Background: an optimization exercise with open tools, aiming at small area and a short achievable clock period. Do not read the settings as production practice. RTL that was checked went through simulation tests only; none was proved equivalent to the original. Function not checked in runs 1 to 3: the RTL went through the layout flow alone. Power is estimated from default activity; no workload was simulated.

<file path="flow/config.mk">
export PLATFORM = sky130hd
export DESIGN_NAME = TLB
export DESIGN_NICKNAME = TLB
export VERILOG_FILES = /design/flow/design.v
export SDC_FILE = /design/flow/constraint.sdc
export NUM_CORES = 4
export LEC_CHECK = 0
export CAP_MARGIN = 20
export CORE_MARGIN = 2
export CORE_UTILIZATION = 40
export CTS_BUF_LIST = sky130_fd_sc_hd__clkbuf_8 sky130_fd_sc_hd__clkbuf_16
export CTS_CLUSTER_DIAMETER = 100
export CTS_CLUSTER_SIZE = 20
export SETUP_SLACK_MARGIN = 2.8
export SLEW_MARGIN = 20
export SYNTH_HIERARCHICAL = 1
</file>
<file path="flow/constraint.sdc">
create_clock -name core_clock -period 6.5 [get_ports {clk}]
set_input_delay 1.3000 -clock core_clock [delete_from_list [all_inputs] [get_ports {clk}]]
set_output_delay 1.3000 -clock core_clock [all_outputs]
set_load 0.01 [all_outputs]
</file>
<file path="flow/design.v">
module TLB(
    input clk,
    input reset,
    output io_req_ready,
    input  io_req_valid,
    input [6:0] io_req_bits_asid,
    input [27:0] io_req_bits_vpn,
    input  io_req_bits_passthrough,
    input  io_req_bits_instruction,
    input  io_req_bits_store,
    output io_resp_miss,
    output[19:0] io_resp_ppn,
    output io_resp_xcpt_ld,
    output io_resp_xcpt_st,
    output io_resp_xcpt_if,
    output[7:0] io_resp_hit_idx,
    input  io_ptw_req_ready,
    output io_ptw_req_valid,
    output[26:0] io_ptw_req_bits_addr,
    output[1:0] io_ptw_req_bits_prv,
    output io_ptw_req_bits_store,
    output io_ptw_req_bits_fetch,
    input  io_ptw_resp_valid,
    input  io_ptw_resp_bits_error,
    input [19:0] io_ptw_resp_bits_pte_ppn,
    input [2:0] io_ptw_resp_bits_pte_reserved_for_software,
    input  io_ptw_resp_bits_pte_d,
    input  io_ptw_resp_bits_pte_r,
    input [3:0] io_ptw_resp_bits_pte_typ,
    input  io_ptw_resp_bits_pte_v,
    input  io_ptw_status_sd,
    input [30:0] io_ptw_status_zero2,
    input  io_ptw_status_sd_rv32,
    input [8:0] io_ptw_status_zero1,
    input [4:0] io_ptw_status_vm,
    input  io_ptw_status_mprv,
    input [1:0] io_ptw_status_xs,
    input [1:0] io_ptw_status_fs,
    input [1:0] io_ptw_status_prv3,
    input  io_ptw_status_ie3,
    input [1:0] io_ptw_status_prv2,
    input  io_ptw_status_ie2,
    input [1:0] io_ptw_status_prv1,
    input  io_ptw_status_ie1,
    input [1:0] io_ptw_status_prv,
    input  io_ptw_status_ie,
    input  io_ptw_invalidate
);
  reg [1:0]   state;           
  reg [32:0]  refill_tag;      
  reg [2:0]   refill_idx;
  reg         refill_store;
  reg         refill_fetch;
  reg [7:1]   plru;
  reg [7:0]   vb;
  reg [32:0]  tag [0:7];
  reg [19:0]  ppn [0:7];
  reg [7:0]   f_low, f_a, f_ws, f_xs, f_xu, f_nds, f_b;
  wire [1:0] priv = (io_ptw_status_mprv & ~io_req_bits_instruction) ?
                    io_ptw_status_prv1 : io_ptw_status_prv;
  wire priv_s = (priv == 2'h1);
  wire vm_on = io_ptw_status_vm[3] & ~priv[1] & ~io_req_bits_passthrough;
  wire bad_va = io_req_bits_vpn[27] ^ io_req_bits_vpn[26];
  wire [32:0] key = {io_req_bits_asid[5:0], io_req_bits_vpn[26:0]};
  wire [7:0] hits;        
  wire [7:0] vhits;       
  wire [7:0] dmiss;       
  wire [7:0] e_ld, e_st, e_if;
  wire [7:0] errv;
  wire nvm = ~vm_on;
  genvar i, b;
  generate
    for (i = 0; i < 8; i = i + 1) begin : ent
      wire uok = priv_s | f_low[i];
      assign dmiss[i] = io_req_bits_store & f_nds[i] & uok;
      assign e_ld[i] = ~(f_a[i] & uok);
      assign e_st[i] = ~(f_ws[i] & uok);
      assign e_if[i] = dmiss[i] ? ~f_b[i] : ~(priv_s ? f_xs[i] : f_xu[i]);
      assign errv[i] = ~f_nds[i] & f_b[i];
      wire [35:0] m;
      for (b = 0; b < 33; b = b + 1) begin : cmp
        g_xnor2 x (.a(tag[i][b]), .b(key[b]), .y(m[b]));
      end
      g_xnor2 x27 (.a(tag[i][26]), .b(io_req_bits_vpn[27]), .y(m[33]));
      assign m[34] = vb[i];
      assign m[35] = 1'b1;
      wire [8:0] gn;
      for (b = 0; b < 8; b = b + 1) begin : l1
        g_nand4 n (.a(m[4*b]), .b(m[4*b+1]), .c(m[4*b+2]), .d(m[4*b+3]), .y(gn[b]));
      end
      g_nand3 n8 (.a(m[32]), .b(m[33]), .c(m[34]), .y(gn[8]));
      wire [2:0] h;
      for (b = 0; b < 3; b = b + 1) begin : l2
        g_nor3 o (.a(gn[3*b]), .b(gn[3*b+1]), .c(gn[3*b+2]), .y(h[b]));
      end
      g_and3 ha (.a(h[0]), .b(h[1]), .c(h[2]), .y(hits[i]));
      g_and4 hv (.a(h[0]), .b(h[1]), .c(h[2]), .d(vm_on), .y(vhits[i]));
    end
  endgenerate
  wire [7:0] ndm = ~dmiss;
  wire taghit_vm, sel_ld, sel_st, sel_if;
  g_sel8 s_th (.s(vhits), .d(ndm), .y(taghit_vm));
  g_sel8 s_ld (.s(vhits), .d(e_ld), .y(sel_ld));
  g_sel8 s_st (.s(vhits), .d(e_st), .y(sel_st));
  g_sel8 s_if (.s(vhits), .d(e_if), .y(sel_if));
  wire [19:0] sel_ppn;
  generate
    for (b = 0; b < 20; b = b + 1) begin : pb
      g_sel8 s (.s(vhits),
                .d({ppn[7][b], ppn[6][b], ppn[5][b], ppn[4][b],
                    ppn[3][b], ppn[2][b], ppn[1][b], ppn[0][b]}),
                .y(sel_ppn[b]));
      g_ao21 o (.a1(nvm), .a2(io_req_bits_vpn[b]), .b1(sel_ppn[b]), .y(io_resp_ppn[b]));
    end
  endgenerate
  wire [19:0] va = io_req_bits_vpn[19:0];
  wire va_rx = (va[19:18] == 2'b00);
  wire va_r  = (va[19:3] == 17'h08000);
  wire va_rw = (va >= 20'h40008) & (va <= 20'h40010);
  assign io_resp_hit_idx = hits;
  assign io_resp_miss = vm_on & ~bad_va & ~taghit_vm;
  assign io_resp_xcpt_ld = bad_va | sel_ld | (nvm & ~(va_rx | va_r | va_rw));
  assign io_resp_xcpt_st = bad_va | sel_st | (nvm & ~(va_rx | va_rw));
  assign io_resp_xcpt_if = bad_va | sel_if | (nvm & ~va_rx);
  assign io_req_ready = (state == 2'h0);
  assign io_ptw_req_valid = (state == 2'h1);
  assign io_ptw_req_bits_addr = refill_tag[26:0];
  assign io_ptw_req_bits_prv = io_ptw_status_prv;
  assign io_ptw_req_bits_store = refill_store;
  assign io_ptw_req_bits_fetch = refill_fetch;
  wire hidx2 = |hits[7:4];
  wire hidx1 = hits[7] | hits[6] | hits[3] | hits[2];
  wire hidx0 = hits[7] | hits[5] | hits[3] | hits[1];
  wire v2 = plru[1];
  wire v1 = v2 ? plru[3] : plru[2];
  wire v0 = v2 ? (v1 ? plru[7] : plru[6]) : (v1 ? plru[5] : plru[4]);
  wire [2:0] first_inv = ~vb[0] ? 3'd0 : ~vb[1] ? 3'd1 : ~vb[2] ? 3'd2 :
                         ~vb[3] ? 3'd3 : ~vb[4] ? 3'd4 : ~vb[5] ? 3'd5 :
                         ~vb[6] ? 3'd6 : 3'd7;
  wire [2:0] repl = (&vb) ? {v2, v1, v0} : first_inv;
  wire [3:0] typ = io_ptw_resp_bits_pte_typ;
  wire [19:0] np = io_ptw_resp_bits_pte_ppn;
  wire n_rx = (np[19:18] == 2'b00);
  wire n_rw2 = (np >= 20'h40008) & (np <= 20'h40010);
  wire n_rr = n_rx | (np[19:3] == 17'h08000) | n_rw2;
  wire n_rw = n_rx | n_rw2;
  wire n_base = ~io_ptw_resp_bits_error & io_ptw_resp_bits_pte_v & (typ >= 4'h2);
  wire n_low = ~typ[3];
  wire n_a = n_base & n_rr;
  wire n_ws = n_base & typ[0] & n_rw;
  wire n_xs = n_base & typ[1] & (typ >= 4'h4) & n_rx;
  wire n_xu = n_base & n_low & typ[1] & n_rx;
  wire n_nds = n_base & typ[0] & ~io_ptw_resp_bits_pte_d;
  wire n_b = n_nds ? n_rx : io_ptw_resp_bits_error;
  wire accept = io_req_ready & io_req_valid;
  wire [7:0] clear_mask = io_ptw_invalidate ? 8'hff : (errv | (hits & dmiss));
  wire fill = (state == 2'h2) & io_ptw_resp_valid;
  integer j;
  always @(posedge clk) begin
    if (reset)
      state <= 2'h0;
    else if (io_ptw_resp_valid)
      state <= 2'h0;
    else if (state == 2'h2 && io_ptw_invalidate)
      state <= 2'h3;
    else if (state == 2'h1 && io_ptw_req_ready)
      state <= io_ptw_invalidate ? 2'h3 : 2'h2;
    else if (state == 2'h1 && io_ptw_invalidate)
      state <= 2'h0;
    else if (accept & io_resp_miss)
      state <= 2'h1;
    if (io_req_ready) begin
      refill_tag <= key;
      refill_idx <= repl;
      refill_store <= io_req_bits_store;
      refill_fetch <= io_req_bits_instruction;
    end
    if (reset)
      plru <= 7'h0;
    else if (io_req_valid & taghit_vm) begin
      plru[1] <= ~hidx2;
      if (~hidx2) plru[2] <= ~hidx1; else plru[3] <= ~hidx1;
      case ({hidx2, hidx1})
        2'd0: plru[4] <= ~hidx0;
        2'd1: plru[5] <= ~hidx0;
        2'd2: plru[6] <= ~hidx0;
        default: plru[7] <= ~hidx0;
      endcase
    end
    if (reset)
      vb <= 8'h0;
    else if (io_ptw_invalidate | accept)
      vb <= vb & ~clear_mask;
    else if (fill)
      vb[refill_idx] <= 1'b1;
    for (j = 0; j < 8; j = j + 1)
      if (io_ptw_resp_valid && refill_idx == j) begin
        tag[j] <= refill_tag;
        ppn[j] <= np;
        f_low[j] <= n_low;
        f_a[j] <= n_a;
        f_ws[j] <= n_ws;
        f_xs[j] <= n_xs;
        f_xu[j] <= n_xu;
        f_nds[j] <= n_nds;
        f_b[j] <= n_b;
      end
  end
endmodule
module g_xnor2(input a, input b, output y);
  assign y = ~(a ^ b);
endmodule
module g_nand4(input a, input b, input c, input d, output y);
  assign y = ~(a & b & c & d);
endmodule
module g_nand3(input a, input b, input c, output y);
  assign y = ~(a & b & c);
endmodule
module g_nor3(input a, input b, input c, output y);
  assign y = ~(a | b | c);
endmodule
module g_and3(input a, input b, input c, output y);
  assign y = a & b & c;
endmodule
module g_and4(input a, input b, input c, input d, output y);
  assign y = a & b & c & d;
endmodule
module g_ao21(input a1, input a2, input b1, output y);
  assign y = (a1 & a2) | b1;
endmodule
module g_sel8(input [7:0] s, input [7:0] d, output y);
  wire [3:0] t;
  g_a22oi a0 (.a1(s[0]), .a2(d[0]), .b1(s[1]), .b2(d[1]), .y(t[0]));
  g_a22oi a1 (.a1(s[2]), .a2(d[2]), .b1(s[3]), .b2(d[3]), .y(t[1]));
  g_a22oi a2 (.a1(s[4]), .a2(d[4]), .b1(s[5]), .b2(d[5]), .y(t[2]));
  g_a22oi a3 (.a1(s[6]), .a2(d[6]), .b1(s[7]), .b2(d[7]), .y(t[3]));
  g_nand4 n (.a(t[0]), .b(t[1]), .c(t[2]), .d(t[3]), .y(y));
endmodule
module g_a22oi(input a1, input a2, input b1, input b2, output y);
  assign y = ~((a1 & a2) | (b1 & b2));
endmodule
</file>
<file path="flow/run.sh">
#!/bin/bash
# synth_recipe.tcl (not shown) runs the flow's synth.tcl, then flattens the netlist and writes it again
# the make line also repeats each setting of config.mk as NAME=value (left out here)
make -C /OpenROAD-flow-scripts/flow DESIGN_CONFIG=/design/flow/config.mk WORK_HOME=/design/flow/orfs CLKGATE_MAP_FILE= SYNTH_SCRIPT=/design/flow/synth_recipe.tcl finish
</file>
==> Implementation_results.wiki, run 1 <==
{| class="wikitable"
! Metric !! Value
|-
| Number of buffers added by the clock tree synthesis step || 30
|-
| Number of sinks handled by clock tree synthesis || 535
|-
| Placement Setup Slack || roughly 400 ps
|-
| Instance count along the most critical hold path || 2
|-
| Share of cells above drive strength 1 || a little under a third
|-
| Total cell area at the placement stage || 24800 um^2
|-
| Power per standard cell area || ~220 nW/um^2
|-
| Highest net fanout along the worst path || 8
|-
| Vias in the first global route || approximately 13000
|-
| Clock Latency Late Sink || around 600 ps
|-
| Layout Area Growth over Synthesis || 24.9%
|-
| Die ar. || roughly 58000 um^2
|-
| Via-per-instance ratio || between 5 and 6
|-
| Sequential-to-total area share from yosys stat || between 70% and 80%
|-
| Detailed-router iteration count before antenna repair || 7
|-
| Root Driver || clkbuf_16
|-
| Setup crit start kind || primary input
|-
| Post-route setup slack || 1830 ps
|-
| Number of cells traversed by the worst register-to-register path || 14
|-
| Crit path required time || between 5000 and 6000 ps
|-
| Cell Count, Final, Fillers Out || ~2400
|-
| Diodes inserted || 0
|-
| Ports placed on the boundary || around 200
|-
| Setup repair after global routing missed its margin || yes
|-
| Status || complete, no violations
|-
| Relative slew margins || 24.1%
|-
| CTS Hold Bufs || 0
|-
| Number of inserted filler cells in the final layout || 4552
|-
| Leakage || a little over 9 nW
|-
| Cell at the slowest stage of the critical path || and4_4
|-
| Post-synthesis net count || ~1500
|-
| Capture instance of the worst register-to-register path || plru[7]
|-
| Largest net degree at the start of global routing || 61
|-
| Post-route clock skew || around 15 ps
|-
| Final #Nets || 1785
|-
| Clock tree from TritonCTS || built
|-
| Tmin final || about 4700 ps
|-
| Floorplan row count || between 80 and 90
|-
| Min Hold Slack || slightly below 500 ps
|-
| Routed wire length || approximately 60 mm
|-
| Total chip power || about 6.2 mW
|-
| Slew at the pin closest to its max-slew limit || ~1100 ps
|-
| Starting Density || 40.5%
|-
| Total negative slack for setup checks || 0 ps
|-
| H-Tree Depth || 1
|-
| Final critical-path share of the clock period || around 72%
|-
| Minimum setup slack among reg-to-reg paths || around 3400 ps
|-
| Ordered cell list for the critical path || buf_8 -> buf_8 -> xnor2_2 -> nand4_1 -> nor3_4 -> and4_4 -> buf_12 -> buf_6 -> a22oi_2 -> nand4_1 -> a21o_1 -> buf_2
|-
| Launching element of the worst setup path || io_req_bits_vpn[3]
|-
| Type of the worst setup path || primary input to output port
|-
| Setup-violating endpoint count in the final report || 0
|-
| Synthesized area per cell || roughly 17 um^2
|-
| Flops & latches, synth || 535
|-
| Worst vdd rail ir drop || approximately 0.16 mV
|-
| Hold/Removal Path Class || register to register
|-
| Peak clock frequency supported by timing || 214 MHz
|-
| Max Transition Viols Final || 0
|-
| Final ANT Viol Nets || 0
|-
| Via count || between 10000 and 15000
|-
| Post-Syn Area || about 22000 um^2
|-
| Remaining design rule violation count || 0
|-
| Number of port buffers || 140
|-
| Post-synthesis cell count || ~1300
|-
| Commonest cells after routing, fill and taps aside || edfxtp_1 (518), xnor2_1 (223), buf_4 (103)
|-
| Final Cell Area || 27900 um^2
|-
| Global-route wire length before repair || between 80 and 90 mm
|-
| Synth async-reset ratio || 0%
|-
| Most common library cell in the layout ignoring fill and taps || edfxtp_1
|-
| Max_cap viols || 0
|-
| Critical Path Sink Type || output port
|-
| Average wire per standard cell || around 25 um
|-
| Die height || 240 um
|-
| Crit path arrival time || ~3400 ps
|-
| Warnings from Yosys || 11
|-
| Last weighted congestion value of the routability-driven placer || roughly 0.80
|-
| DP HPWL || between 30 and 40 mm
|-
| Worst path max stage delay || roughly 440 ps
|-
| Standard cell core area || around 55000 um^2
|-
| Hold path startpoint || plru[6]
|-
| Clock Path Buffers || 3
|-
| Post-synth EDFFs || 518
|-
| Reg clk slew, reported paths || about 90 ps
|-
| Final hold vios || 0
|-
| Overall track demand over capacity in global routing || 20.6%
|-
| Distinct cell type count of the synthesized netlist || 56
|-
| Final core occ || about half
|-
| Top_reg_cell synth || edfxtp_1
|-
| Worst R2R Start || tag[0][14]
|-
| Number of antenna violations at the first check in global routing || 2
|-
| Count of routing violations after the opening detailed-route iteration || ~1100
|-
| Floorplan die width || around 240 um
|-
| Total global routing overflow || 0
|-
| Number of placed instances, taps included || 2213
|-
| Worst-case hold path end point || plru[6]
|}
[synthesized netlist by cell type (6+ instances only)]
cell type / instances / area, um^2
and2_1: 6 / 37.5
nor3_1: 10 / 50.1
or2_2: 7 / 43.8
buf_4: 29 / 218
nand4_1: 94 / 588
o32ai_1: 6 / 52.6
ha_1: 7 / 87.6
a21oi_1: 21 / 105
nand3_1: 16 / 80.1
a21o_1: 21 / 158
xnor2_1: 273 / 2390
mux2_2: 6 / 67.6
nor2_1: 20 / 75.1
dfxtp_1: 17 / 340
and4_1: 8 / 70.1
mux2i_1: 7 / 70.1
o21ai_0: 21 / 105
and3_1: 11 / 68.8
edfxtp_1: 518 / 15600
nand2_1: 13 / 48.8
a22oi_2: 96 / 1200
nor3_2: 24 / 240
nor4_1: 10 / 62.6
a211oi_1: 15 / 113
inv_1: 22 / 82.6
[report_power, final]
part | switching [mW] | internal [mW]
Sequential | 0.0489 | 3.82
Combinational | 0.228 | 0.207
Clock | 1.06 | 0.853
[logic make-up (layout without fill, tap and decap cells)]
kind of cell | Yosys count | count (layout) | share of synthesized area [%]
adder cells (fa/ha/maj) | 7 | 7 | 0.392
multiplexers | 16 | 16 | 0.817
XOR/XNOR | 274 | 274 | 10.7
flip-flops | 535 | 535 | 71.1
buffers and inverters | 61 | 371 | 1.65
AO/OA/AOI/OAI | 199 | 201 | 8.49
AND/OR/NAND/NOR | 238 | 246 | 6.84
[modules after synthesis, one instance, submodules excluded, a selection]
module,area [um^2],times used
g_and4,8.76,8
g_a22oi,12.5,96
g_nand3,5.00,8
g_nand4,6.26,88
g_ao21,7.51,20
g_nor3,10.0,24
TLB,17700,1
g_and3,6.26,8
g_xnor2,8.76,272
[how the worst max path moves through the flow]
stage / slack [ps] / to / depth (start not counted)
global route: 1790 / io_resp_ppn[19] / 12
CTS: 1860 / io_resp_ppn[19] / 12
finish: 1830 / io_resp_ppn[19] / 12
global placement: 400 / io_resp_ppn[4] / 11
floorplan: 2080 / io_resp_miss / 8
detailed placement: 400 / io_resp_ppn[4] / 11
[sequential cells by signal (all words and copies together) (netlist names)]
signal        count
tag             264
ppn             160
refill_tag       33
f_a               8
f_b               8
f_low             8
f_nds             8
f_ws              8
f_xs              8
f_xu              8
vb                8
plru              7
refill_idx        3
state             2
refill_fetch      1
refill_store      1
[routing by layer]
metal	part of all wire (%)	wire (um)	GRT usage, %
met1	44	26600	29.5
met2	46	27300	32.1
met3	7.3	4360	3.75
met4	2.7	1630	6.32
met5	0.040	24	0
[cell type report]
| type | count | area, um^2 | share of cell area [%] |
|---|---|---|---|
| Sequential cell | 535 | 15900 | 56.9 |
| Timing Repair inverter | 1 | 6.26 | 0.0224 |
| Clock inverter | 12 | 47.5 | 0.170 |
| Inverter | 22 | 87.6 | 0.314 |
| Clock buffer | 31 | 776 | 2.78 |
| Timing Repair Buffer | 305 | 3210 | 11.5 |
| Multi-Input combinational cell | 744 | 6970 | 25.0 |
| Tap cell | 748 | 936 | 3.35 |
[worst max-delay path, delay by kind of cell]
family	cells	cell delay, ps
buf+inv	5	660
compound gates	2	190
xor+xnor	1	130
simple gates	4	1070
[what timing repair did]
action                                  CTS  global route
resized for setup                       509            67
setup buffers                           110            11
endpoints found under the setup margin   40            32
cloned                                   19             2
pin swaps                               100            46
==> run 2: changes to the inputs <==
--- a/flow/design.v
+++ b/flow/design.v
@@ -63,11 +63,10 @@
   wire bad_va = io_req_bits_vpn[27] ^ io_req_bits_vpn[26];
   wire [32:0] key = {io_req_bits_asid[5:0], io_req_bits_vpn[26:0]};
   wire [7:0] hits;        
-  wire [7:0] vhits;       
+  wire [7:0] hits_b;      
   wire [7:0] dmiss;       
   wire [7:0] e_ld, e_st, e_if;
   wire [7:0] errv;
-  wire nvm = ~vm_on;
   genvar i, b;
   generate
     for (i = 0; i < 8; i = i + 1) begin : ent
@@ -94,23 +93,23 @@
         g_nor3 o (.a(gn[3*b]), .b(gn[3*b+1]), .c(gn[3*b+2]), .y(h[b]));
       end
       g_and3 ha (.a(h[0]), .b(h[1]), .c(h[2]), .y(hits[i]));
-      g_and4 hv (.a(h[0]), .b(h[1]), .c(h[2]), .d(vm_on), .y(vhits[i]));
+      g_and3 hb (.a(h[0]), .b(h[1]), .c(h[2]), .y(hits_b[i]));
     end
   endgenerate
   wire [7:0] ndm = ~dmiss;
-  wire taghit_vm, sel_ld, sel_st, sel_if;
-  g_sel8 s_th (.s(vhits), .d(ndm), .y(taghit_vm));
-  g_sel8 s_ld (.s(vhits), .d(e_ld), .y(sel_ld));
-  g_sel8 s_st (.s(vhits), .d(e_st), .y(sel_st));
-  g_sel8 s_if (.s(vhits), .d(e_if), .y(sel_if));
+  wire tag_hit, sel_ld, sel_st, sel_if;
+  g_sel8 s_th (.s(hits_b), .d(ndm), .y(tag_hit));
+  g_sel8 s_ld (.s(hits_b), .d(e_ld), .y(sel_ld));
+  g_sel8 s_st (.s(hits_b), .d(e_st), .y(sel_st));
+  g_sel8 s_if (.s(hits_b), .d(e_if), .y(sel_if));
   wire [19:0] sel_ppn;
   generate
     for (b = 0; b < 20; b = b + 1) begin : pb
-      g_sel8 s (.s(vhits),
+      g_sel8 s (.s(b < 10 ? hits : hits_b),
                 .d({ppn[7][b], ppn[6][b], ppn[5][b], ppn[4][b],
                     ppn[3][b], ppn[2][b], ppn[1][b], ppn[0][b]}),
                 .y(sel_ppn[b]));
-      g_ao21 o (.a1(nvm), .a2(io_req_bits_vpn[b]), .b1(sel_ppn[b]), .y(io_resp_ppn[b]));
+      g_mux2 o (.s(vm_on), .a1(sel_ppn[b]), .a0(io_req_bits_vpn[b]), .y(io_resp_ppn[b]));
     end
   endgenerate
   wire [19:0] va = io_req_bits_vpn[19:0];
@@ -118,10 +117,10 @@
   wire va_r  = (va[19:3] == 17'h08000);
   wire va_rw = (va >= 20'h40008) & (va <= 20'h40010);
   assign io_resp_hit_idx = hits;
-  assign io_resp_miss = vm_on & ~bad_va & ~taghit_vm;
-  assign io_resp_xcpt_ld = bad_va | sel_ld | (nvm & ~(va_rx | va_r | va_rw));
-  assign io_resp_xcpt_st = bad_va | sel_st | (nvm & ~(va_rx | va_rw));
-  assign io_resp_xcpt_if = bad_va | sel_if | (nvm & ~va_rx);
+  assign io_resp_miss = vm_on & ~bad_va & ~tag_hit;
+  assign io_resp_xcpt_ld = bad_va | (vm_on ? sel_ld : ~(va_rx | va_r | va_rw));
+  assign io_resp_xcpt_st = bad_va | (vm_on ? sel_st : ~(va_rx | va_rw));
+  assign io_resp_xcpt_if = bad_va | (vm_on ? sel_if : ~va_rx);
   assign io_req_ready = (state == 2'h0);
   assign io_ptw_req_valid = (state == 2'h1);
   assign io_ptw_req_bits_addr = refill_tag[26:0];
@@ -177,7 +176,7 @@
     end
     if (reset)
       plru <= 7'h0;
-    else if (io_req_valid & taghit_vm) begin
+    else if (io_req_valid & vm_on & tag_hit) begin
       plru[1] <= ~hidx2;
       if (~hidx2) plru[2] <= ~hidx1; else plru[3] <= ~hidx1;
       case ({hidx2, hidx1})
@@ -222,11 +221,8 @@
 module g_and3(input a, input b, input c, output y);
   assign y = a & b & c;
 endmodule
-module g_and4(input a, input b, input c, input d, output y);
-  assign y = a & b & c & d;
-endmodule
-module g_ao21(input a1, input a2, input b1, output y);
-  assign y = (a1 & a2) | b1;
+module g_mux2(input s, input a1, input a0, output y);
+  assign y = s ? a1 : a0;
 endmodule
 module g_sel8(input [7:0] s, input [7:0] d, output y);
   wire [3:0] t;
==> Implementation_results.wiki, run 2 <==
{| class="wikitable"
! Metric !! Value
|-
| Post-synthesis cell count || 1311 (was 1330)
|-
| Post-synth EDFFs || 518 (unchanged)
|-
| Synthesized area per cell || 17.1 um^2 (was 16.8 um^2)
|-
| Number of inserted filler cells in the final layout || 4628 (was 4552)
|-
| Crit path arrival time || 3320 ps (was 3370 ps)
|-
| Number of buffers added by the clock tree synthesis step || 31 (was 30)
|-
| Setup-violating endpoint count in the final report || 0 (unchanged)
|-
| Share of cells above drive strength 1 || 32.7% (was 31.0%)
|-
| Net Sw Frac || 21.7% (was 21.5%)
|-
| Final ANT Viol Nets || 0 (unchanged)
|-
| Seq pwr share || 61.3% (was 62.2%)
|-
| Diodes inserted || 0 (unchanged)
|-
| Final critical-path share of the clock period || 71.1% (was 71.9%)
|-
| Post-synthesis net count || 1457 (was 1476)
|-
| Leading cell type by number of instances after synthesis || edfxtp_1 (unchanged)
|-
| Post-Syn Area || 22500 um^2 (was 22400 um^2)
|-
| Warnings from Yosys || 11 (unchanged)
|-
| H-Tree Depth || 1 (unchanged)
|-
| Hold/Removal Path Class || register to register (unchanged)
|-
| Number of cells traversed by the worst register-to-register path || 26 (was 14)
|-
| Routed wl met3 || 3.32 mm (was 4.36 mm)
|-
| Peak clock frequency supported by timing || 216 MHz (was 214 MHz)
|-
| Global-route wire length before repair || 82.5 mm (was 86.6 mm)
|-
| Total negative slack for setup checks || 0 ps (unchanged)
|-
| Highest net fanout along the worst path || 6 (was 8)
|-
| Final Cell Area || 28300 um^2 (was 27900 um^2)
|-
| Final hold vios || 0 (unchanged)
|-
| Largest regs || tag x264, ppn x160, refill_tag x33 (unchanged)
|-
| Worst R2R Start || tag[2][11] (was tag[0][14])
|-
| Ports placed on the boundary || 204 (unchanged)
|-
| Most common library cell in the layout ignoring fill and taps || edfxtp_1 (unchanged)
|-
| Largest net degree at the start of global routing || 61 (unchanged)
|-
| Internal cell power || 4.94 mW (was 4.88 mW)
|-
| Clock Latency Late Sink || 620 ps (was 600 ps)
|-
| Flops & latches, synth || 535 (unchanged)
|-
| Worst vdd rail ir drop || 0.236 mV (was 0.161 mV)
|-
| Count of routing violations after the opening detailed-route iteration || 1006 (was 1063)
|-
| Routed wire length || 57.6 mm (was 60.0 mm)
|-
| Floorplan row count || 86 (unchanged)
|-
| Critical Path Sink Type || output port (unchanged)
|-
| Root Driver || clkbuf_16 (unchanged)
|-
| Standard cell core area || 55300 um^2 (was 55200 um^2)
|-
| Leakage || 9.44 nW (was 9.23 nW)
|-
| Commonest cells after routing, fill and taps aside || edfxtp_1 (518), xnor2_1 (221), buf_4 (111) (was edfxtp_1 (518), xnor2_1 (223), buf_4 (103))
|-
| Slew at the pin closest to its max-slew limit || 1090 ps (was 1140 ps)
|-
| Largest Register || tag (unchanged)
|-
| Final core occ || 51.1% (was 50.6%)
|-
| Cell type with the largest total area after synthesis || edfxtp_1 (unchanged)
|-
| Via count || 12800 (was 13000)
|-
| Uppermost layer routed || met5 (unchanged)
|-
| Area share of the leading cell type in the synthesized netlist || 69.2% (was 69.6%)
|-
| Total global routing overflow || 0 (unchanged)
|-
| Number of sinks handled by clock tree synthesis || 535 (unchanged)
|-
| Distinct cell type count of the synthesized netlist || 54 (was 56)
|-
| Average wire per standard cell || 24.1 um (was 25.0 um)
|-
| Remaining design rule violation count || 0 (unchanged)
|-
| Instance count along the most critical hold path || 2 (unchanged)
|-
| Clock tree from TritonCTS || built (unchanged)
|-
| Setup crit start kind || primary input (unchanged)
|-
| Portion of total power attributed to combinational logic || 7.3% (was 7.0%)
|-
| Type of the worst setup path || primary input to output port (unchanged)
|-
| Die ar. || 58100 um^2 (was 57800 um^2)
|-
| Reg clk slew, reported paths || 90 ps (about the same)
|-
| Sequential-to-total area share from yosys stat || 70.8% (was 71.1%)
|-
| Routed wire length on met2 || 28.0 mm (was 27.3 mm)
|-
| Worst-case hold path end point || plru[5] (was plru[6])
|-
| Clock Path Buffers || 3 (unchanged)
|-
| Overall track demand over capacity in global routing || 19.5% (was 20.6%)
|-
| Relative slew margins || 27.3% (was 24.1%)
|-
| Final #Nets || 1775 (was 1785)
|-
| CTS Hold Bufs || 0 (unchanged)
|-
| Number of port buffers || 140 (unchanged)
|-
| Number of antenna violations at the first check in global routing || 5 (was 2)
|-
| Minimum setup slack among reg-to-reg paths || 2250 ps (was 3380 ps)
|-
| Synth async-reset ratio || 0% (unchanged)
|-
| Via-per-instance ratio || 5.35 (was 5.43)
|-
| Clock share of power || 31.3% (was 30.8%)
|-
| Die height || 241 um (was 240 um)
|-
| Power per standard cell area || 223 nW/um^2 (about the same)
|-
| Ranking of synthesized cells by instance count || edfxtp_1 (518), xnor2_1 (273), a22oi_2 (96) (unchanged)
|-
| Detailed-router iteration count before antenna repair || 5 (was 7)
|-
| Setup repair after global routing missed its margin || yes (unchanged)
|-
| Floorplan die width || 241 um (was 240 um)
|-
| Hold path startpoint || plru[5] (was plru[6])
|-
| Status || complete, no violations (unchanged)
|-
| Post-route clock skew || 19.3 ps (was 15.2 ps)
|-
| Max FFs per register || 264 (unchanged)
|-
| Switching power of the nets || 1.37 mW (was 1.34 mW)
|-
| Min Hold Slack || 491 ps (was 490 ps)
|-
| Max Transition Viols Final || 0 (unchanged)
|-
| Max_cap viols || 0 (unchanged)
|-
| Top cells by area, synth || edfxtp_1 (69%), xnor2_1 (11%), a22oi_2 (5.3%) (was edfxtp_1 (70%), xnor2_1 (11%), a22oi_2 (5.4%))
|-
| Vias in the first global route || 12500 (was 13000)
|-
| Total cell area at the placement stage || 25000 um^2 (was 24800 um^2)
|-
| Layout Area Growth over Synthesis || 25.8% (was 24.9%)
|-
| Capture instance of the worst register-to-register path || state[0] (was plru[7])
|-
| Top_reg_cell synth || edfxtp_1 (unchanged)
|-
| Routed met1 length || 24.9 mm (was 26.6 mm)
|-
| DP HPWL || 34.9 mm (was 33.9 mm)
|-
| Last weighted congestion value of the routability-driven placer || 0.815 (was 0.802)
|-
| Starting Density || 40.6% (was 40.5%)
|-
| Crit path required time || 5200 ps (about the same)
|-
| Tmin final || 4620 ps (was 4670 ps)
|}
[run 2: cell type report]
class                           instances  area, um^2  area share, %
Sequential cell                       535       15900           56.3
Multi-Input combinational cell        731        7120           25.2
Timing Repair Buffer                  322        3410           12.1
Tap cell                              748         936           3.31
Clock buffer                           32         790           2.79
Clock inverter                         14        77.6          0.275
Inverter                                8        30.0          0.106
[run 2: timing repair]
| item | CTS | global route |
|---|---|---|
| gates cloned | 7 | 2 |
| endpoints found under the setup margin | 43 | 34 |
| buffers inserted | 103 | 19 |
| resized for setup | 589 | 68 |
| pin swaps | 114 | 71 |
[run 2: power groups by stage]
stage               logic, mW  clock network [mW]  registers [mW]
floorplan               0.183                   0            3.93
global placement        0.377                   0            3.94
detailed placement      0.381                   0            3.95
CTS                     0.444                2.02            3.87
global route            0.491                2.12            3.87
finish                  0.462                1.97            3.87
[run 2: per-module statistics from Yosys, one instance, submodules excluded, a selection]
module	cell area, um^2	copies in the design
TLB	17700	1
g_a22oi	12.5	96
g_mux2	15.0	20
g_nand4	6.26	88
g_nand3	5.00	8
g_nor3	10.0	24
g_and3	6.26	16
g_xnor2	8.76	272
[run 2: worst max path at each step]
stage	from	end	slack [ps]	depth (start not counted)
2_1_floorplan	io_req_bits_instruction	io_resp_ppn[0]	1860	4
3_3_place_gp	io_req_bits_vpn[9]	io_resp_ppn[9]	380	10
3_5_place_dp	io_req_bits_vpn[17]	io_resp_ppn[2]	370	10
4_1_cts	io_req_bits_vpn[10]	io_resp_ppn[9]	1930	13
5_1_grt	io_req_bits_instruction	io_resp_xcpt_if	1860	12
6_report	io_req_bits_vpn[10]	io_resp_ppn[9]	1880	13
[run 2: worst max-delay path: stages]
cell	delay (ps)
buf_12	110
buf_12	140
buf_6	120
xnor2_2	110
nand4_1	140
nor3_4	70
and3_4	200
buf_12	140
buf_12	130
a22oi_2	130
nand4_1	230
mux2_4	350
buf_6	130
[run 2: cells by family after synthesis]
family / share of synthesized area [%]
DFF: 70.8
muxes: 2.45
xor gates and xnor gates: 10.7
AOI/OAI and AO/OA: 7.56
adders and majority gates: 0.390
buffers and inverters: 1.30
and+or+nand+nor: 6.86
[run 2: metal layers]
metal  up-vias  global-route usage (%)
met5         -                       0
met4        10                    4.49
met3        73                    2.62
met2       385                    32.2
met1      6587                    27.5
li1       5731                       -
[run 2: metrics by stage]
stage          worst slack (ps)  cells  total power [mW]
6_report                   1880   2390              6.30
2_1_floorplan              1860   1311              4.11
5_1_grt                    1860   2390              6.49
3_5_place_dp                369   2213              4.33
4_1_cts                    1930   2369              6.33
3_3_place_gp                380   2213              4.32
==> run 3: changes to the inputs <==
--- a/flow/design.v
+++ b/flow/design.v
@@ -59,14 +59,24 @@
   wire [1:0] priv = (io_ptw_status_mprv & ~io_req_bits_instruction) ?
                     io_ptw_status_prv1 : io_ptw_status_prv;
   wire priv_s = (priv == 2'h1);
-  wire vm_on = io_ptw_status_vm[3] & ~priv[1] & ~io_req_bits_passthrough;
+  wire vm_on, vm_a, vm_b;
+  g_vm vm0 (.vm3(io_ptw_status_vm[3]), .pt(io_req_bits_passthrough), .mprv(io_ptw_status_mprv),
+            .instr(io_req_bits_instruction), .prv1_hi(io_ptw_status_prv1[1]),
+            .prv_hi(io_ptw_status_prv[1]), .y(vm_on));
+  g_vm vm1 (.vm3(io_ptw_status_vm[3]), .pt(io_req_bits_passthrough), .mprv(io_ptw_status_mprv),
+            .instr(io_req_bits_instruction), .prv1_hi(io_ptw_status_prv1[1]),
+            .prv_hi(io_ptw_status_prv[1]), .y(vm_a));
+  g_vm vm2 (.vm3(io_ptw_status_vm[3]), .pt(io_req_bits_passthrough), .mprv(io_ptw_status_mprv),
+            .instr(io_req_bits_instruction), .prv1_hi(io_ptw_status_prv1[1]),
+            .prv_hi(io_ptw_status_prv[1]), .y(vm_b));
   wire bad_va = io_req_bits_vpn[27] ^ io_req_bits_vpn[26];
   wire [32:0] key = {io_req_bits_asid[5:0], io_req_bits_vpn[26:0]};
   wire [7:0] hits;        
-  wire [7:0] hits_b;      
+  wire [7:0] vh [0:3];
   wire [7:0] dmiss;       
   wire [7:0] e_ld, e_st, e_if;
   wire [7:0] errv;
+  wire nvm = ~vm_on;
   genvar i, b;
   generate
     for (i = 0; i < 8; i = i + 1) begin : ent
@@ -93,34 +103,35 @@
         g_nor3 o (.a(gn[3*b]), .b(gn[3*b+1]), .c(gn[3*b+2]), .y(h[b]));
       end
       g_and3 ha (.a(h[0]), .b(h[1]), .c(h[2]), .y(hits[i]));
-      g_and3 hb (.a(h[0]), .b(h[1]), .c(h[2]), .y(hits_b[i]));
+      g_and4 hv0 (.a(h[0]), .b(h[1]), .c(h[2]), .d(vm_a), .y(vh[0][i]));
+      g_and4 hv1 (.a(h[0]), .b(h[1]), .c(h[2]), .d(vm_a), .y(vh[1][i]));
+      g_and4 hv2 (.a(h[0]), .b(h[1]), .c(h[2]), .d(vm_b), .y(vh[2][i]));
+      g_and4 hv3 (.a(h[0]), .b(h[1]), .c(h[2]), .d(vm_b), .y(vh[3][i]));
     end
   endgenerate
   wire [7:0] ndm = ~dmiss;
-  wire tag_hit, sel_ld, sel_st, sel_if;
-  g_sel8 s_th (.s(hits_b), .d(ndm), .y(tag_hit));
-  g_sel8 s_ld (.s(hits_b), .d(e_ld), .y(sel_ld));
-  g_sel8 s_st (.s(hits_b), .d(e_st), .y(sel_st));
-  g_sel8 s_if (.s(hits_b), .d(e_if), .y(sel_if));
-  wire [19:0] sel_ppn;
-  generate
-    for (b = 0; b < 20; b = b + 1) begin : pb
-      g_sel8 s (.s(b < 10 ? hits : hits_b),
-                .d({ppn[7][b], ppn[6][b], ppn[5][b], ppn[4][b],
-                    ppn[3][b], ppn[2][b], ppn[1][b], ppn[0][b]}),
-                .y(sel_ppn[b]));
-      g_mux2 o (.s(vm_on), .a1(sel_ppn[b]), .a0(io_req_bits_vpn[b]), .y(io_resp_ppn[b]));
-    end
-  endgenerate
   wire [19:0] va = io_req_bits_vpn[19:0];
   wire va_rx = (va[19:18] == 2'b00);
   wire va_r  = (va[19:3] == 17'h08000);
   wire va_rw = (va >= 20'h40008) & (va <= 20'h40010);
+  wire c_ld = bad_va | (nvm & ~(va_rx | va_r | va_rw));
+  wire c_st = bad_va | (nvm & ~(va_rx | va_rw));
+  wire c_if = bad_va | (nvm & ~va_rx);
+  wire c_miss = nvm | bad_va;
+  g_sel8c s_ld (.s(vh[0]), .d(e_ld), .c(c_ld), .y(io_resp_xcpt_ld));
+  g_sel8c s_st (.s(vh[1]), .d(e_st), .c(c_st), .y(io_resp_xcpt_st));
+  g_sel8c s_if (.s(vh[2]), .d(e_if), .c(c_if), .y(io_resp_xcpt_if));
+  g_sel8cn s_m (.s(vh[3]), .d(ndm), .c(c_miss), .y(io_resp_miss));
+  generate
+    for (b = 0; b < 20; b = b + 1) begin : pb
+      g_sel8c s (.s(vh[b / 5]),
+                 .d({ppn[7][b], ppn[6][b], ppn[5][b], ppn[4][b],
+                     ppn[3][b], ppn[2][b], ppn[1][b], ppn[0][b]}),
+                 .c(nvm & va[b]), .y(io_resp_ppn[b]));
+    end
+  endgenerate
+  wire tlb_hit = vm_on & |(hits & ndm);
   assign io_resp_hit_idx = hits;
-  assign io_resp_miss = vm_on & ~bad_va & ~tag_hit;
-  assign io_resp_xcpt_ld = bad_va | (vm_on ? sel_ld : ~(va_rx | va_r | va_rw));
-  assign io_resp_xcpt_st = bad_va | (vm_on ? sel_st : ~(va_rx | va_rw));
-  assign io_resp_xcpt_if = bad_va | (vm_on ? sel_if : ~va_rx);
   assign io_req_ready = (state == 2'h0);
   assign io_ptw_req_valid = (state == 2'h1);
   assign io_ptw_req_bits_addr = refill_tag[26:0];
@@ -176,7 +187,7 @@
     end
     if (reset)
       plru <= 7'h0;
-    else if (io_req_valid & vm_on & tag_hit) begin
+    else if (io_req_valid & tlb_hit) begin
       plru[1] <= ~hidx2;
       if (~hidx2) plru[2] <= ~hidx1; else plru[3] <= ~hidx1;
       case ({hidx2, hidx1})
@@ -221,16 +232,31 @@
 module g_and3(input a, input b, input c, output y);
   assign y = a & b & c;
 endmodule
-module g_mux2(input s, input a1, input a0, output y);
-  assign y = s ? a1 : a0;
-endmodule
-module g_sel8(input [7:0] s, input [7:0] d, output y);
+module g_and4(input a, input b, input c, input d, output y);
+  assign y = a & b & c & d;
+endmodule
+module g_vm(input vm3, input pt, input mprv, input instr, input prv1_hi, input prv_hi,
+            output y);
+  assign y = vm3 & ~pt & ~((mprv & ~instr) ? prv1_hi : prv_hi);
+endmodule
+module g_sel8c(input [7:0] s, input [7:0] d, input c, output y);
   wire [3:0] t;
   g_a22oi a0 (.a1(s[0]), .a2(d[0]), .b1(s[1]), .b2(d[1]), .y(t[0]));
   g_a22oi a1 (.a1(s[2]), .a2(d[2]), .b1(s[3]), .b2(d[3]), .y(t[1]));
   g_a22oi a2 (.a1(s[4]), .a2(d[4]), .b1(s[5]), .b2(d[5]), .y(t[2]));
-  g_a22oi a3 (.a1(s[6]), .a2(d[6]), .b1(s[7]), .b2(d[7]), .y(t[3]));
+  g_a221oi a3 (.a1(s[6]), .a2(d[6]), .b1(s[7]), .b2(d[7]), .c1(c), .y(t[3]));
   g_nand4 n (.a(t[0]), .b(t[1]), .c(t[2]), .d(t[3]), .y(y));
+endmodule
+module g_sel8cn(input [7:0] s, input [7:0] d, input c, output y);
+  wire [3:0] t;
+  g_a22oi a0 (.a1(s[0]), .a2(d[0]), .b1(s[1]), .b2(d[1]), .y(t[0]));
+  g_a22oi a1 (.a1(s[2]), .a2(d[2]), .b1(s[3]), .b2(d[3]), .y(t[1]));
+  g_a22oi a2 (.a1(s[4]), .a2(d[4]), .b1(s[5]), .b2(d[5]), .y(t[2]));
+  g_a221oi a3 (.a1(s[6]), .a2(d[6]), .b1(s[7]), .b2(d[7]), .c1(c), .y(t[3]));
+  g_and4 n (.a(t[0]), .b(t[1]), .c(t[2]), .d(t[3]), .y(y));
+endmodule
+module g_a221oi(input a1, input a2, input b1, input b2, input c1, output y);
+  assign y = ~((a1 & a2) | (b1 & b2) | c1);
 endmodule
 module g_a22oi(input a1, input a2, input b1, input b2, output y);
   assign y = ~((a1 & a2) | (b1 & b2));
==> Implementation_results.wiki, run 3 <==
{| class="wikitable"
! Metric !! Value
|-
| Post-synthesis net count || 1515 (was 1457)
|-
| Commonest cells after routing, fill and taps aside || edfxtp_1 (518), xnor2_1 (202), nand4_1 (93) (was edfxtp_1 (518), xnor2_1 (221), buf_4 (111))
|-
| Die height || 243 um (was 241 um)
|-
| Post-route clock skew || 30.9 ps (was 19.3 ps)
|-
| Area share of the leading cell type in the synthesized netlist || 68.4% (was 69.2%)
|-
| Total cell area at the placement stage || 25100 um^2 (was 25000 um^2)
|-
| Most common library cell in the layout ignoring fill and taps || edfxtp_1 (unchanged)
|-
| Final #Nets || 1768 (was 1775)
|-
| Hold/Removal Path Class || register to register (unchanged)
|-
| Post-route setup slack || 1930 ps (was 1880 ps)
|-
| Final ANT Viol Nets || 0 (unchanged)
|-
| Capture instance of the worst register-to-register path || plru[4] (was state[0])
|-
| Number of sinks handled by clock tree synthesis || 535 (unchanged)
|-
| Total chip power || 6.29 mW (was 6.30 mW)
|-
| Top Family by Delay on Critical Path || simple AND/OR/NAND/NOR gates (was buffers and inverters)
|-
| Floorplan row count || 87 (was 86)
|-
| Number of buffers added by the clock tree synthesis step || 30 (was 31)
|-
| Diodes inserted || 0 (unchanged)
|-
| Crit path required time || 5200 ps (about the same)
|-
| Via-per-instance ratio || 5.42 (was 5.35)
|-
| Tmin final || 4570 ps (was 4620 ps)
|-
| Die ar. || 58800 um^2 (was 58100 um^2)
|-
| Layout Area Growth over Synthesis || 23.7% (was 25.8%)
|-
| Top_reg_cell synth || edfxtp_1 (unchanged)
|-
| Total negative slack for setup checks || 0 ps (unchanged)
|-
| Number of inserted filler cells in the final layout || 4692 (was 4628)
|-
| Type of the worst setup path || primary input to output port (unchanged)
|-
| Number of port buffers || 140 (unchanged)
|-
| Clock Path Buffers || 3 (unchanged)
|-
| Clock tree from TritonCTS || built (unchanged)
|-
| Distinct cell type count of the synthesized netlist || 57 (was 54)
|-
| Peak clock frequency supported by timing || 219 MHz (was 216 MHz)
|-
| Flops & latches, synth || 535 (unchanged)
|-
| Vias in the first global route || 13100 (was 12500)
|-
| Root Driver || clkbuf_16 (unchanged)
|-
| Launching element of the worst setup path || io_req_bits_vpn[15] (was io_req_bits_vpn[10])
|-
| Post-synth EDFFs || 518 (unchanged)
|-
| Max_cap viols || 0 (unchanged)
|-
| DP HPWL || 37.9 mm (was 34.9 mm)
|-
| Setup repair after global routing missed its margin || yes (unchanged)
|-
| Ordered cell list for the critical path || buf_12 -> or4_4 -> nor4b_4 -> and4_4 -> a21oi_4 -> a221oi_2 -> nand4_1 -> buf_2 (was buf_12 -> buf_12 -> buf_6 -> xnor2_2 -> nand4_1 -> nor3_4 -> and3_4 -> buf_12 -> buf_12 -> a22oi_2 -> nand4_1 -> mux2_4 -> buf_6)
|-
| Routed wire length || 60.6 mm (was 57.6 mm)
|-
| Leakage || 9.30 nW (was 9.44 nW)
|-
| Top cells by area, synth || edfxtp_1 (68%), xnor2_1 (11%), a22oi_2 (4.0%) (was edfxtp_1 (69%), xnor2_1 (11%), a22oi_2 (5.3%))
|-
| Placement Setup Slack || 592 ps (was 369 ps)
|-
| Number of antenna violations at the first check in global routing || 3 (was 5)
|-
| Clock Latency Late Sink || 610 ps (was 620 ps)
|-
| Reg clk slew, reported paths || 90 ps (about the same)
|-
| Detailed-router iteration count before antenna repair || 5 (unchanged)
|-
| Minimum setup slack among reg-to-reg paths || 3450 ps (was 2250 ps)
|-
| Setup-violating endpoint count in the final report || 0 (unchanged)
|-
| Setup crit start kind || primary input (unchanged)
|-
| Global-route wire length before repair || 88.4 mm (was 82.5 mm)
|-
| Cell at the slowest stage of the critical path || or4_4 (was mux2_4)
|-
| Critical Path Sink Type || output port (unchanged)
|-
| Number of gates on the worst path with buffers counted || 8 (was 13)
|-
| Remaining design rule violation count || 0 (unchanged)
|-
| Total global routing overflow || 0 (unchanged)
|-
| Capture point of the worst path || io_resp_xcpt_ld (was io_resp_ppn[9])
|-
| Average wire per standard cell || 25.2 um (was 24.1 um)
|-
| Number of cells traversed by the worst register-to-register path || 12 (was 26)
|-
| Worst R2R Start || tag[5][2] (was tag[2][11])
|-
| Largest regs || tag x264, ppn x160, refill_tag x33 (unchanged)
|-
| Synth async-reset ratio || 0% (unchanged)
|-
| Crit path arrival time || 3270 ps (was 3320 ps)
|-
| Crit path buffers/inverters || 2 (was 6)
|-
| Sequential-to-total area share from yosys stat || 69.9% (was 70.8%)
|-
| Relative slew margins || 27.2% (was 27.3%)
|-
| Ports placed on the boundary || 204 (unchanged)
|-
| Warnings from Yosys || 11 (unchanged)
|-
| Worst vdd rail ir drop || 0.187 mV (was 0.236 mV)
|-
| Power per standard cell area || 224 nW/um^2 (was 223 nW/um^2)
|-
| H-Tree Depth || 1 (unchanged)
|-
| Worst path max stage delay || 560 ps (was 350 ps)
|-
| Max Transition Viols Final || 0 (unchanged)
|-
| Highest net fanout along the worst path || 3 (was 6)
|-
| Count of routing violations after the opening detailed-route iteration || 1115 (was 1006)
|-
| Post-synthesis cell count || 1369 (was 1311)
|-
| Synthesized area per cell || 16.6 um^2 (was 17.1 um^2)
|-
| Largest Register || tag (unchanged)
|-
| Final critical-path share of the clock period || 70.3% (was 71.1%)
|-
| Floorplan die width || 243 um (was 241 um)
|-
| Last weighted congestion value of the routability-driven placer || 0.911 (was 0.815)
|-
| Final hold vios || 0 (unchanged)
|-
| Post-Syn Area || 22800 um^2 (was 22500 um^2)
|-
| Overall track demand over capacity in global routing || 20.2% (was 19.5%)
|-
| Final core occ || 50.0% (was 51.1%)
|-
| Via count || 13000 (was 12800)
|-
| Status || complete, no violations (unchanged)
|-
| Ranking of synthesized cells by instance count || edfxtp_1 (518), xnor2_1 (273), nand4_1 (93) (was edfxtp_1 (518), xnor2_1 (273), a22oi_2 (96))
|-
| Final Cell Area || 28100 um^2 (was 28300 um^2)
|-
| Standard cell core area || 56300 um^2 (was 55300 um^2)
|-
| Max FFs per register || 264 (unchanged)
|-
| Cell type with the largest total area after synthesis || edfxtp_1 (unchanged)
|-
| Share of cells above drive strength 1 || 30.6% (was 32.7%)
|-
| Starting Density || 40.4% (was 40.6%)
|-
| Slew at the pin closest to its max-slew limit || 1090 ps (about the same)
|-
| Largest net degree at the start of global routing || 61 (unchanged)
|-
| Leading cell type by number of instances after synthesis || edfxtp_1 (unchanged)
|}
[run 3: cell count changes in the layout (fill, tap and decap cells not counted), moves of 24 or more]
cell	before	now
and4_4	0	34
mux2_4	25	0
a22oi_2	96	72
buf_4	111	61
inv_1	19	47
buf_6	88	51
[run 3: worst min-delay path by stage]
| stage | start | cells past startpoint | end |
|---|---|---|---|
| floorplan | plru[4] | 2 | plru[4] |
| global placement | plru[4] | 2 | plru[4] |
| detailed placement | plru[4] | 2 | plru[4] |
| CTS | plru[4] | 2 | plru[4] |
| global route | plru[4] | 2 | plru[4] |
| finish | plru[4] | 2 | plru[4] |
[run 3: report_power, final]
part | leakage, nW | total [mW] | switching (mW) | internal [mW]
clock | 0.514 | 1.95 | 1.09 | 0.863
sequential | 4.97 | 3.87 | 0.0492 | 3.82
combinational | 3.81 | 0.472 | 0.243 | 0.228
[run 3: layout make-up]
class / count / area [um^2] / share of cell area (%)
Clock inverter: 25 / 96.3 / 0.342
Clock buffer: 31 / 776 / 2.76
Sequential cell: 535 / 15900 / 56.5
Tap cell: 756 / 946 / 3.36
Inverter: 25 / 93.8 / 0.333
Multi-Input combinational cell: 771 / 7510 / 26.7
Timing Repair Buffer: 259 / 2830 / 10.0
[run 3: metrics by stage]
step,hold slack (ps),instances
finish,463,2402
global placement,445,2249
floorplan,430,1369
CTS,460,2389
detailed placement,448,2249
global route,479,2402
[run 3: routing by layer]
metal / GRT usage (%) / wire length, um / vias to the layer above
li1: - / - / 5858
met1: 28.7 / 26700 / 6693
met2: 32.8 / 28800 / 404
met3: 3.29 / 3880 / 67
met4: 4.63 / 1140 / 2
met5: 0 / 12 / -
[run 3: modules after synthesis (local to each module, per instance), excerpt]
| module | cells inside | flops+latches |
|---|---|---|
| g_xnor2 | 1 | 0 |
| g_nor3 | 1 | 0 |
| g_nand3 | 1 | 0 |
| g_a22oi | 1 | 0 |
| g_and4 | 1 | 0 |
| g_nand4 | 1 | 0 |
[run 3: logic make-up (layout without fill, tap and decap cells)]
| logic type | after synthesis | count (layout) | synth area share, % |
|---|---|---|---|
| compound gates | 188 | 188 | 8.48 |
| xor+xnor | 274 | 274 | 10.5 |
| fa+ha+maj | 7 | 7 | 0.385 |
| buf+inv | 63 | 340 | 1.52 |
| flops | 535 | 535 | 69.9 |
| mux | 22 | 22 | 1.01 |
| simple gates | 280 | 280 | 8.20 |
[run 3: repair_timing]
| item | CTS | global route |
|---|---|---|
| cloned | 7 | 0 |
| setup endpoints to repair | 41 | 32 |
| gates resized for setup | 607 | 59 |
| hold buffers | 0 | 0 |
| buffers inserted | 77 | 13 |
| pin swaps | 134 | 90 |
[run 3: worst min-delay path, delay by kind of cell, from the launching register on]
kind	cells	cell delay (ps)
DFF	1	320
and+or+nand+nor	1	50
muxes	1	50
==> run 4: changes to the inputs <==
--- a/flow/design.v
+++ b/flow/design.v
@@ -72,7 +72,8 @@
   wire bad_va = io_req_bits_vpn[27] ^ io_req_bits_vpn[26];
   wire [32:0] key = {io_req_bits_asid[5:0], io_req_bits_vpn[26:0]};
   wire [7:0] hits;        
-  wire [7:0] vh [0:3];
+  wire [7:0] vhits;       
+  wire [7:0] vhits_b;     
   wire [7:0] dmiss;       
   wire [7:0] e_ld, e_st, e_if;
   wire [7:0] errv;
@@ -103,10 +104,8 @@
         g_nor3 o (.a(gn[3*b]), .b(gn[3*b+1]), .c(gn[3*b+2]), .y(h[b]));
       end
       g_and3 ha (.a(h[0]), .b(h[1]), .c(h[2]), .y(hits[i]));
-      g_and4 hv0 (.a(h[0]), .b(h[1]), .c(h[2]), .d(vm_a), .y(vh[0][i]));
-      g_and4 hv1 (.a(h[0]), .b(h[1]), .c(h[2]), .d(vm_a), .y(vh[1][i]));
-      g_and4 hv2 (.a(h[0]), .b(h[1]), .c(h[2]), .d(vm_b), .y(vh[2][i]));
-      g_and4 hv3 (.a(h[0]), .b(h[1]), .c(h[2]), .d(vm_b), .y(vh[3][i]));
+      g_and4 hv (.a(h[0]), .b(h[1]), .c(h[2]), .d(vm_a), .y(vhits[i]));
+      g_and4 hw (.a(h[0]), .b(h[1]), .c(h[2]), .d(vm_b), .y(vhits_b[i]));
     end
   endgenerate
   wire [7:0] ndm = ~dmiss;
@@ -118,13 +117,13 @@
   wire c_st = bad_va | (nvm & ~(va_rx | va_rw));
   wire c_if = bad_va | (nvm & ~va_rx);
   wire c_miss = nvm | bad_va;
-  g_sel8c s_ld (.s(vh[0]), .d(e_ld), .c(c_ld), .y(io_resp_xcpt_ld));
-  g_sel8c s_st (.s(vh[1]), .d(e_st), .c(c_st), .y(io_resp_xcpt_st));
-  g_sel8c s_if (.s(vh[2]), .d(e_if), .c(c_if), .y(io_resp_xcpt_if));
-  g_sel8cn s_m (.s(vh[3]), .d(ndm), .c(c_miss), .y(io_resp_miss));
+  g_sel8c s_ld (.s(vhits), .d(e_ld), .c(c_ld), .y(io_resp_xcpt_ld));
+  g_sel8c s_st (.s(vhits), .d(e_st), .c(c_st), .y(io_resp_xcpt_st));
+  g_sel8c s_if (.s(vhits_b), .d(e_if), .c(c_if), .y(io_resp_xcpt_if));
+  g_sel8cn s_m (.s(vhits_b), .d(ndm), .c(c_miss), .y(io_resp_miss));
   generate
     for (b = 0; b < 20; b = b + 1) begin : pb
-      g_sel8c s (.s(vh[b / 5]),
+      g_sel8c s (.s(b < 10 ? vhits : vhits_b),
                  .d({ppn[7][b], ppn[6][b], ppn[5][b], ppn[4][b],
                      ppn[3][b], ppn[2][b], ppn[1][b], ppn[0][b]}),
                  .c(nvm & va[b]), .y(io_resp_ppn[b]));
==> Implementation_results.wiki, run 4 <==
{| class="wikitable"
! Metric !! Value
|-
| Diodes inserted || 0 (unchanged)
|-
| Routed wire length || 59.4 mm (was 60.6 mm)
|-
| Number of inserted filler cells in the final layout || 4655 (was 4692)
|-
| Crit path arrival time || 3280 ps (was 3270 ps)
|-
| Vias in the first global route || 13000 (was 13100)
|-
| Peak clock frequency supported by timing || 219 MHz (about the same)
|-
| Min Hold Slack || 482 ps (was 463 ps)
|-
| Warnings from Yosys || 11 (unchanged)
|-
| Slew at the pin closest to its max-slew limit || 1070 ps (was 1090 ps)
|-
| Crit path buffers/inverters || 4 (was 2)
|-
| Critical Path Sink Type || output port (unchanged)
|-
| Post-synthesis net count || 1496 (was 1515)
|-
| Clock Path Buffers || 3 (unchanged)
|-
| Total negative slack for setup checks || 0 ps (unchanged)
|-
| Leakage || 9.46 nW (was 9.30 nW)
|-
| Setup crit start kind || primary input (unchanged)
|-
| Status || complete, no violations (unchanged)
|-
| Number of antenna violations at the first check in global routing || 6 (was 3)
|-
| Switching power of the nets || 1.36 mW (was 1.38 mW)
|-
| Cell type with the largest total area after synthesis || edfxtp_1 (unchanged)
|-
| Post-synth EDFFs || 518 (unchanged)
|-
| Via count || 13000 (about the same)
|-
| Cell at the slowest stage of the critical path || nor3_4 (was or4_4)
|-
| Ordered cell list for the critical path || bufbuf_16 -> xnor2_1 -> nand4_1 -> nor3_4 -> and4_4 -> buf_12 -> buf_16 -> a221oi_2 -> nand4_1 -> buf_2 (was buf_12 -> or4_4 -> nor4b_4 -> and4_4 -> a21oi_4 -> a221oi_2 -> nand4_1 -> buf_2)
|-
| Synthesized area per cell || 16.7 um^2 (was 16.6 um^2)
|-
| Power per standard cell area || 221 nW/um^2 (was 224 nW/um^2)
|-
| Worst path max stage delay || 390 ps (was 560 ps)
|-
| Critical path's most frequent cell || nand4_1
|-
| Largest net degree at the start of global routing || 61 (unchanged)
|-
| Most common library cell in the layout ignoring fill and taps || edfxtp_1 (unchanged)
|-
| Distinct cell type count of the synthesized netlist || 51 (was 57)
|-
| Seq pwr share || 61.6% (was 61.5%)
|-
| Global-route wire length before repair || 86.1 mm (was 88.4 mm)
|-
| Minimum setup slack among reg-to-reg paths || 3370 ps (was 3450 ps)
|-
| Max_cap viols || 0 (unchanged)
|-
| Floorplan row count || 87 (unchanged)
|-
| Sequential-to-total area share from yosys stat || 70.4% (was 69.9%)
|-
| Share of cells above drive strength 1 || 30.0% (was 30.6%)
|-
| Total chip power || 6.28 mW (was 6.29 mW)
|-
| Clock Latency Late Sink || 600 ps (was 610 ps)
|-
| Highest net fanout along the worst path || 6 (was 3)
|-
| Number of sinks handled by clock tree synthesis || 535 (unchanged)
|-
| Area share of the leading cell type in the synthesized netlist || 68.9% (was 68.4%)
|-
| Leading cell type by number of instances after synthesis || edfxtp_1 (unchanged)
|-
| Via-per-instance ratio || 5.38 (was 5.42)
|-
| Ranking of synthesized cells by instance count || edfxtp_1 (518), xnor2_1 (274), nand4_1 (91) (was edfxtp_1 (518), xnor2_1 (273), nand4_1 (93))
|-
| Final ANT Viol Nets || 0 (unchanged)
|-
| Portion of total power attributed to combinational logic || 7.4% (was 7.5%)
|-
| Root Driver || clkbuf_16 (unchanged)
|-
| Top_reg_cell synth || edfxtp_1 (unchanged)
|-
| Setup repair after global routing missed its margin || yes (unchanged)
|-
| Top cells by area, synth || edfxtp_1 (69%), xnor2_1 (11%), a22oi_2 (4.0%) (was edfxtp_1 (68%), xnor2_1 (11%), a22oi_2 (4.0%))
|-
| Final #Nets || 1777 (was 1768)
|-
| Reg clk slew, reported paths || 90 ps (about the same)
|-
| Detailed-router iteration count before antenna repair || 5 (unchanged)
|-
| Hold/Removal Path Class || register to register (unchanged)
|-
| Relative slew margins || 28.6% (was 27.2%)
|-
| Die height || 242 um (was 243 um)
|-
| Commonest cells after routing, fill and taps aside || edfxtp_1 (518), xnor2_1 (215), nand4_1 (91) (was edfxtp_1 (518), xnor2_1 (202), nand4_1 (93))
|-
| Layout Area Growth over Synthesis || 25.7% (was 23.7%)
|-
| Internal cell power || 4.92 mW (was 4.91 mW)
|-
| Crit path required time || 5200 ps (about the same)
|-
| Clock share of power || 31.0% (about the same)
|-
| Post-Syn Area || 22600 um^2 (was 22800 um^2)
|-
| Overall track demand over capacity in global routing || 19.7% (was 20.2%)
|-
| Max FFs per register || 264 (unchanged)
|-
| Starting Density || 40.3% (was 40.4%)
|-
| Largest regs || tag x264, ppn x160, refill_tag x33 (unchanged)
|-
| Post-route clock skew || 24.3 ps (was 30.9 ps)
|-
| Number of port buffers || 140 (unchanged)
|-
| Count of routing violations after the opening detailed-route iteration || 1063 (was 1115)
|-
| Worst vdd rail ir drop || 0.182 mV (was 0.187 mV)
|-
| Final critical-path share of the clock period || 70.4% (was 70.3%)
|-
| Max Transition Viols Final || 0 (unchanged)
|-
| Average wire per standard cell || 24.6 um (was 25.2 um)
|-
| Remaining design rule violation count || 0 (unchanged)
|-
| Top Family by Delay on Critical Path || simple AND/OR/NAND/NOR gates (unchanged)
|-
| Floorplan die width || 242 um (was 243 um)
|-
| Final hold vios || 0 (unchanged)
|-
| Clock tree from TritonCTS || built (unchanged)
|-
| Tmin final || 4580 ps (was 4570 ps)
|-
| Type of the worst setup path || primary input to output port (unchanged)
|-
| Total global routing overflow || 0 (unchanged)
|-
| Standard cell core area || 56100 um^2 (was 56300 um^2)
|-
| Setup-violating endpoint count in the final report || 0 (unchanged)
|-
| Number of buffers added by the clock tree synthesis step || 30 (unchanged)
|-
| H-Tree Depth || 1 (unchanged)
|-
| Die ar. || 58400 um^2 (was 58800 um^2)
|-
| DP HPWL || 35.4 mm (was 37.9 mm)
|-
| Last weighted congestion value of the routability-driven placer || 0.850 (was 0.911)
|-
| Largest Register || tag (unchanged)
|-
| Synth async-reset ratio || 0% (unchanged)
|-
| Ports placed on the boundary || 204 (unchanged)
|-
| Post-synthesis cell count || 1350 (was 1369)
|-
| Flops & latches, synth || 535 (unchanged)
|-
| Net Sw Frac || 21.7% (was 21.9%)
|}
[run 4: changes by cell type in the layout (fill, tap and decap cells not counted), moves of 5 or more]
cell / previous run / this run
mux2i_1: 9 / 15
buf_6: 51 / 44
a221oi_2: 23 / 17
a221oi_4: 1 / 7
nand2_1: 16 / 10
xnor2_2: 69 / 55
and4_4: 34 / 19
buf_4: 61 / 89
buf_12: 35 / 40
buf_16: 1 / 6
xnor2_1: 202 / 215
[run 4: timing repair]
item                       in CTS  in global routing
setup endpoints to repair      42                 32
pin swaps                      90                 67
buffers inserted               86                 32
gates cloned                    9                  3
gates resized for setup       512                 86
hold buffers                    0                  0
[run 4: per-stage QoR]
| step | cells | worst slack (ps) | area, um^2 | util [%] |
|---|---|---|---|---|
| 3_5_place_dp | 2225 | 565 | 24900 | 44.4 |
| 6_report | 2411 | 1920 | 28400 | 50.6 |
| 2_1_floorplan | 1350 | 2500 | 22700 | - |
| 5_1_grt | 2411 | 1860 | 28400 | 50.6 |
| 4_1_cts | 2376 | 1880 | 27600 | 49.3 |
| 3_3_place_gp | 2225 | 551 | 24900 | 44.4 |
[run 4: cell type report]
class	instances	area, um^2	share of cell area (%)
sequential	535	15900	56.0
multi-input combinational	752	7310	25.7
timing repair buffer	287	3270	11.5
tap	756	946	3.33
clock buffer	31	776	2.73
clock inverter	25	96.3	0.339
inverter	25	93.8	0.331
[run 4: final timing paths]
check                           from               to  cells past startpoint
hold reg to reg              plru[6]          plru[6]                      2
setup / recovery  io_req_bits_vpn[2]  io_resp_xcpt_st                     10
hold / removal               plru[6]          plru[6]                      2
setup reg to reg          tag[7][15]          plru[4]                     13
[run 4: worst register-to-register path: cells and delay by family (launching register included)]
kind                   cells  cell delay (ps)
multiplexers               1              150
AO/OA/AOI/OAI              3              740
XOR/XNOR                   1              190
flip-flops                 1              470
AND/OR/NAND/NOR            4              980
buffers and inverters      4              520
[run 4: kinds of logic (layout without fill, tap and decap cells)]
logic type	count (synthesis)	after routing	share of synthesized area (%)
flops	535	535	70.4
xor+xnor	274	274	10.6
simple gates	263	264	7.62
compound gates	182	182	8.28
buf+inv	64	368	1.55
mux	25	25	1.16
fa+ha+maj	7	7	0.388
[run 4: metal layers]
layer / part of all wire (%) / routed length [um] / track usage, %
met1: 44 / 25900 / 27.3
met2: 49 / 29000 / 33.0
met3: 5.4 / 3190 / 2.60
met4: 1.9 / 1140 / 4.49
met5: 0.093 / 55 / 0
[run 4: power by group through the flow]
stage	combinational (mW)	sequential [mW]	clock [mW]
detailed placement	0.380	3.95	0
CTS	0.437	3.87	1.99
floorplan	0.186	3.93	0
finish	0.465	3.87	1.95
global route	0.494	3.88	2.11
global placement	0.377	3.95	0
[run 4: per-module statistics from Yosys (local to each module, per instance), a selection]
module / cells / times used
TLB: 826 / 1
g_and4: 1 / 17
g_and3: 1 / 8
g_nor3: 1 / 24
g_vm: 4 / 3
g_xnor2: 1 / 272
g_nand4: 1 / 87
g_a221oi: 1 / 24
g_nand3: 1 / 8
g_a22oi: 1 / 72

[re-timing with driven ports]
Ports are ideal in the flow. The routed layouts listed here were re-timed in OpenROAD. Step 1 sets driving cells, clkbuf_16 on the clock port and buf_2 on the other inputs (assumed; they add their load-dependent delay and slew). Step 2, shift: input delay + t, output delay - t, t = (earliest + latest rising clock arrival at the registers) / 2. This alone moves slack from input paths to output paths. Three values: ideal ports, drivers, drivers and shift; two values: the first two.
run	shift t [ns]	setup WS [ns]	cell pins on the clock port's net
run 1	0.647	1.825 / 1.778 / 1.778	1
run 2	0.665	1.878 / 1.829 / 1.260	1
run 3	0.657	1.930 / 1.884 / 1.884	1
run 4	0.643	1.924 / 1.839 / 1.839	1
After both steps every run listed still meets setup and hold. The setup slack of run 2, which loses most, moves by -0.049 ns with the drivers and by -0.618 ns with both steps.
